Source: an optimization exercise on an open RTL-to-GDS flow (aim: small area and a short achievable clock period). Production flows keep margins and buffers that such runs may drop. RTL that was checked went through simulation tests only; none was proved equivalent to the original. No driver is modelled on the clock port, so clock power and skew are understated where the tree is cut down; a real chip needs a root buffer or a tree. Power is estimated from default activity; no workload was simulated.

old:
==> module reservation_station, before the edit <==
module reservation_station #(
    parameter RS_SIZE = 8,
    parameter PR_BITS = 6,
    parameter ROB_SIZE = 16,
    parameter ROB_BITS = $clog2(ROB_SIZE)
)(
    input  logic clk,
    input  logic rst,
    input  logic                  dispatch_en,
    input  logic [PR_BITS-1:0]    src1,
    input  logic [PR_BITS-1:0]    src2,
    input  logic [PR_BITS-1:0]    dst,
    input  logic                  src1_ready,
    input  logic                  src2_ready,
    input  logic                  use_imm,
    input  logic [31:0]           imm,
    input  logic [ROB_BITS-1:0]   alloc_rob_idx,
    input  logic                  dispatch_is_branch,
    input  logic [31:0]           dispatch_pc,
    input logic [1:0] dispatch_br_type,
    input  logic                  wb_valid,
    input  logic [PR_BITS-1:0]    wb_phys,
    input  logic                  issue_grant,
    output logic [1:0] issue_br_type,
    output logic                  issue_valid,
    output logic [PR_BITS-1:0]    issue_src1,
    output logic [PR_BITS-1:0]    issue_src2,
    output logic [PR_BITS-1:0]    issue_dst,
    output logic                  issue_use_imm,
    output logic [31:0]           issue_imm,
    output logic                  issue_is_branch,
    output logic [31:0]           issue_pc,
    output logic [ROB_BITS-1:0]   issue_rob_idx,
    output logic [$clog2(RS_SIZE)-1:0] issue_idx,
    output logic                  rs_full
);
    localparam int W = 3*PR_BITS + 1 + 32 + ROB_BITS + 1 + 32 + 2;
    localparam int NSEL = 4;
    logic [W-1:0] din;
    assign din = {src1, src2, dst, use_imm, imm, alloc_rob_idx,
                  dispatch_is_branch, dispatch_pc, dispatch_br_type};
    logic [RS_SIZE-1:0] rs_valid;
    logic [RS_SIZE-1:0] rs_rdy1;    
    logic [RS_SIZE-1:0] rs_rdy2;
    logic [W-1:0]       rs_data [RS_SIZE];
    logic [RS_SIZE-1:0] sel_q [NSEL];
    logic [RS_SIZE-1:0] sel;
    assign sel = sel_q[0];
    always_ff @(posedge clk) begin
        for (int i = 0; i < RS_SIZE; i++)
            if (!rs_valid[i])
                rs_data[i] <= din;
    end
    logic [RS_SIZE-1:0] free_oh, free_below;
    always_comb begin
        logic all_lower;
        all_lower = 1'b1;
        for (int i = 0; i < RS_SIZE; i++) begin
            free_oh[i]    = !rs_valid[i] && all_lower;
            free_below[i] = !all_lower;
            all_lower     = all_lower && rs_valid[i];
        end
    end
    logic disp_ok, rdy1_in, rdy2_in, disp_rdy;
    assign disp_ok  = dispatch_en && (dst != '0);
    assign rdy1_in  = src1_ready || (src1 == '0);
    assign rdy2_in  = src2_ready || (src2 == '0);
    assign disp_rdy = disp_ok && rdy1_in && rdy2_in;
    logic [RS_SIZE-1:0] keep, ok1, ok2, valid_n, rdy1_n, rdy2_n;
    always_comb begin
        for (int i = 0; i < RS_SIZE; i++) begin
            ok1[i]     = rs_rdy1[i] || (wb_valid && rs_data[i][W-1 -: PR_BITS] == wb_phys);
            ok2[i]     = rs_rdy2[i] || (wb_valid && rs_data[i][W-1-PR_BITS -: PR_BITS] == wb_phys);
            keep[i]    = rs_valid[i] && !(issue_grant && sel[i]);
            valid_n[i] = keep[i] || (disp_ok && free_oh[i]);
            rdy1_n[i]  = rs_valid[i] ? ok1[i] : rdy1_in;
            rdy2_n[i]  = rs_valid[i] ? ok2[i] : rdy2_in;
        end
    end
    function automatic logic lower_below(input logic [RS_SIZE-1:0] v, input int n);
        lower_below = 1'b0;
        for (int j = 0; j < RS_SIZE; j++)
            if (j < n) lower_below = lower_below || v[j];
    endfunction
    logic [RS_SIZE-1:0] sel_n [NSEL];
    always_comb begin
        logic [RS_SIZE-1:0] r, rd, pn, pd;
        logic lower_n, lower_d;
        for (int k = 0; k < NSEL; k++) begin
            for (int i = 0; i < RS_SIZE; i++) begin
                case (k % 3)
                    0:       r[i] = (keep[i] && ok1[i]) && ok2[i];
                    1:       r[i] = keep[i] && (ok1[i] && ok2[i]);
                    default: r[i] = (keep[i] && ok2[i]) && ok1[i];
                endcase
                rd[i] = r[i] || free_oh[i];
            end
            lower_n = 1'b0;
            lower_d = 1'b0;
            for (int i = 0; i < RS_SIZE; i++) begin
                pn[i] = r[i] && !lower_n;
                pd[i] = rd[i] && !lower_d;
                lower_n = lower_n || r[i];
                lower_d = lower_d || rd[i];
            end
            if (k < 3)
                sel_n[k] = disp_rdy ? pd : pn;
            else
                for (int i = 0; i < RS_SIZE; i++)
                    sel_n[k][i] = (pn[i] && !(disp_rdy && free_below[i])) ||
                                  (disp_rdy && free_oh[i] && (pn[i] || !lower_below(r, i)));
        end
    end
    always_ff @(posedge clk or posedge rst) begin
        if (rst) begin
            rs_valid <= '0;
            for (int k = 0; k < NSEL; k++) sel_q[k] <= '0;
        end else begin
            rs_valid <= valid_n;
            for (int k = 0; k < NSEL; k++) sel_q[k] <= sel_n[k];
        end
    end
    always_ff @(posedge clk) begin
        rs_rdy1 <= rdy1_n;
        rs_rdy2 <= rdy2_n;
    end
    logic [W-1:0] dout;
    always_comb begin
        dout = '0;
        for (int i = 0; i < RS_SIZE; i++)
            for (int b = 0; b < W; b++)
                dout[b] = dout[b] | (sel_q[b % NSEL][i] & rs_data[i][b]);
    end
    assign {issue_src1, issue_src2, issue_dst, issue_use_imm, issue_imm, issue_rob_idx,
            issue_is_branch, issue_pc, issue_br_type} = dout;
    assign issue_valid = |sel_q[3];
    assign issue_idx   = {sel_q[2][4] | sel_q[2][5] | sel_q[2][6] | sel_q[2][7],
                          sel_q[1][2] | sel_q[1][3] | sel_q[1][6] | sel_q[1][7],
                          sel_q[0][1] | sel_q[0][3] | sel_q[0][5] | sel_q[0][7]};
    assign rs_full     = &rs_valid;
endmodule
clock: 4.5 ns
lec_check: 0
cap_margin: 20
core_margin: 2
core_utilization: 65
place_density: 0.75
setup_slack_margin: 2.0
slew_margin: 20
tns_end_percent: 5
standard.sh (not shown) runs the stock make flow with config.mk's settings and CLKGATE_MAP_FILE= SYNTH_SCRIPT=/design/flow/synth_recipe.tcl, a recipe that flattens the netlist after the stock synthesis.
==> flow/flow/run.sh <==
#!/bin/bash
# Standard ORFS layout, with plain buffers on the ports instead of the
# delay-cell buffers that buffer_ports picks by default, extra settings from
# flow/extra.mk, and flow/post_cts.tcl run at the end of CTS.
set -euo pipefail
EXTRA=()
[[ -f flow/extra.mk ]] && while IFS= read -r l; do [[ -n "$l" ]] && EXTRA+=("$l"); done < flow/extra.mk
bash standard.sh "BUFFER_PORTS_ARGS=-buffer_cell sky130_fd_sc_hd__buf_1" "POST_CTS_TCL=$PWD/flow/post_cts.tcl" "${EXTRA[@]}" finish > flow_standard.log 2>&1
==> flow/flow/extra.mk <==
CTS_ARGS=-sink_clustering_enable -repair_clock_nets -dont_use_dummy_load -sink_clustering_size 24 -sink_clustering_max_diameter 80
==> flow/flow/post_cts.tcl <==
set block [ord::get_db_block]
set root [$block findInst clkbuf_0_clk]
if {$root != "NULL"} {
  set in_net [[$root findITerm A] getNet]
  set out_net [[$root findITerm X] getNet]
  set loads {}
  foreach it [$out_net getITerms] {
    if {[$it getInst] != $root} { lappend loads $it }
  }
  if {[llength $loads] <= 4 && [llength [$out_net getBTerms]] == 0} {
    puts "post_cts: removing [$root getName], clock port now feeds [llength $loads] buffers"
    foreach it $loads {
      $it disconnect
      $it connect $in_net
    }
    odb::dbInst_destroy $root
    odb::dbNet_destroy $out_net
    estimate_parasitics -placement
    repair_timing_helper
    detailed_placement
    check_placement -verbose
  } else {
    puts "post_cts: root buffer kept ([llength $loads] loads)"
  }
}
Relative to old, the following input files were edited for new:
--- a/flow/design.v
+++ b/flow/design.v
@@ -36,5 +36,5 @@
 );
     localparam int W = 3*PR_BITS + 1 + 32 + ROB_BITS + 1 + 32 + 2;
-    localparam int NSEL = 4;
+    localparam int NSEL = 2;
     logic [W-1:0] din;
     assign din = {src1, src2, dst, use_imm, imm, alloc_rob_idx,
@@ -52,12 +52,11 @@
                 rs_data[i] <= din;
     end
-    logic [RS_SIZE-1:0] free_oh, free_below;
+    logic [RS_SIZE-1:0] free_oh;
     always_comb begin
         logic all_lower;
         all_lower = 1'b1;
         for (int i = 0; i < RS_SIZE; i++) begin
-            free_oh[i]    = !rs_valid[i] && all_lower;
-            free_below[i] = !all_lower;
-            all_lower     = all_lower && rs_valid[i];
+            free_oh[i] = !rs_valid[i] && all_lower;
+            all_lower  = all_lower && rs_valid[i];
         end
     end
@@ -78,9 +77,4 @@
         end
     end
-    function automatic logic lower_below(input logic [RS_SIZE-1:0] v, input int n);
-        lower_below = 1'b0;
-        for (int j = 0; j < RS_SIZE; j++)
-            if (j < n) lower_below = lower_below || v[j];
-    endfunction
     logic [RS_SIZE-1:0] sel_n [NSEL];
     always_comb begin
@@ -104,10 +98,5 @@
                 lower_d = lower_d || rd[i];
             end
-            if (k < 3)
-                sel_n[k] = disp_rdy ? pd : pn;
-            else
-                for (int i = 0; i < RS_SIZE; i++)
-                    sel_n[k][i] = (pn[i] && !(disp_rdy && free_below[i])) ||
-                                  (disp_rdy && free_oh[i] && (pn[i] || !lower_below(r, i)));
+            sel_n[k] = disp_rdy ? pd : pn;
         end
     end
@@ -134,6 +123,6 @@
     assign {issue_src1, issue_src2, issue_dst, issue_use_imm, issue_imm, issue_rob_idx,
             issue_is_branch, issue_pc, issue_br_type} = dout;
-    assign issue_valid = |sel_q[3];
-    assign issue_idx   = {sel_q[2][4] | sel_q[2][5] | sel_q[2][6] | sel_q[2][7],
+    assign issue_valid = |sel_q[1];
+    assign issue_idx   = {sel_q[0][4] | sel_q[0][5] | sel_q[0][6] | sel_q[0][7],
                           sel_q[1][2] | sel_q[1][3] | sel_q[1][6] | sel_q[1][7],
                           sel_q[0][1] | sel_q[0][3] | sel_q[0][5] | sel_q[0][7]};
## What came out
Relative to old, the final cell area reported for new is lower. Going from old to new, static leakage power shrinks by about 2.7%. Compared with old, new shows a die extent in x that is about 1% lower. Re number of tap cells inserted: old and new aren't equal, and the higher value belongs to old. Compared to old, new has final layout net count 45 lower. When new is set beside old, its non-clock buffer count turns out to be 1.3% smaller. Compared with old, in new power rose by about 0.6%, total met2 wirelength after detailed routing fell by about 4%, post-route minimum period rose by 0.14 ns, number of antenna violations at the first check in global routing rose by 1. Between new and old, it is new whose overall routing resource usage is higher, by 0.84 points. old → new: post-route core utilization higher; floorplan die height lower; clock net sink count lower.
For new, only the layout was checked, not whether the RTL still works.

re-timing with driven ports:
Ports are ideal in the flow. The routed layouts listed here were re-timed in OpenROAD.
Step 1: set_driving_cell puts a clkbuf_16 on clk and a buf_2 on each other input, an assumption about the parent block.
Step 2 moves the port delays by t, midway between the first and last clock arrival at a register: inputs arrive t later, outputs are due t later. That takes back most of the time a late clock gives input paths.
a / b / c = ideal ports / drivers / drivers and shift; a / b = the first two.
run | t, ns | slack for setup (ns) | worst hold slack (ns)
old | 0.499 | 1.909 / 1.790 / 1.484 | 0.523 / 0.519 / 0.523
new | 0.495 | 1.771 / 1.649 / 1.450 | 0.533 / 0.523 / 0.533
After both steps every run listed still meets setup and hold. For old, which loses most, drivers alone change the setup slack by -0.119 ns; drivers and shift together by -0.425 ns.
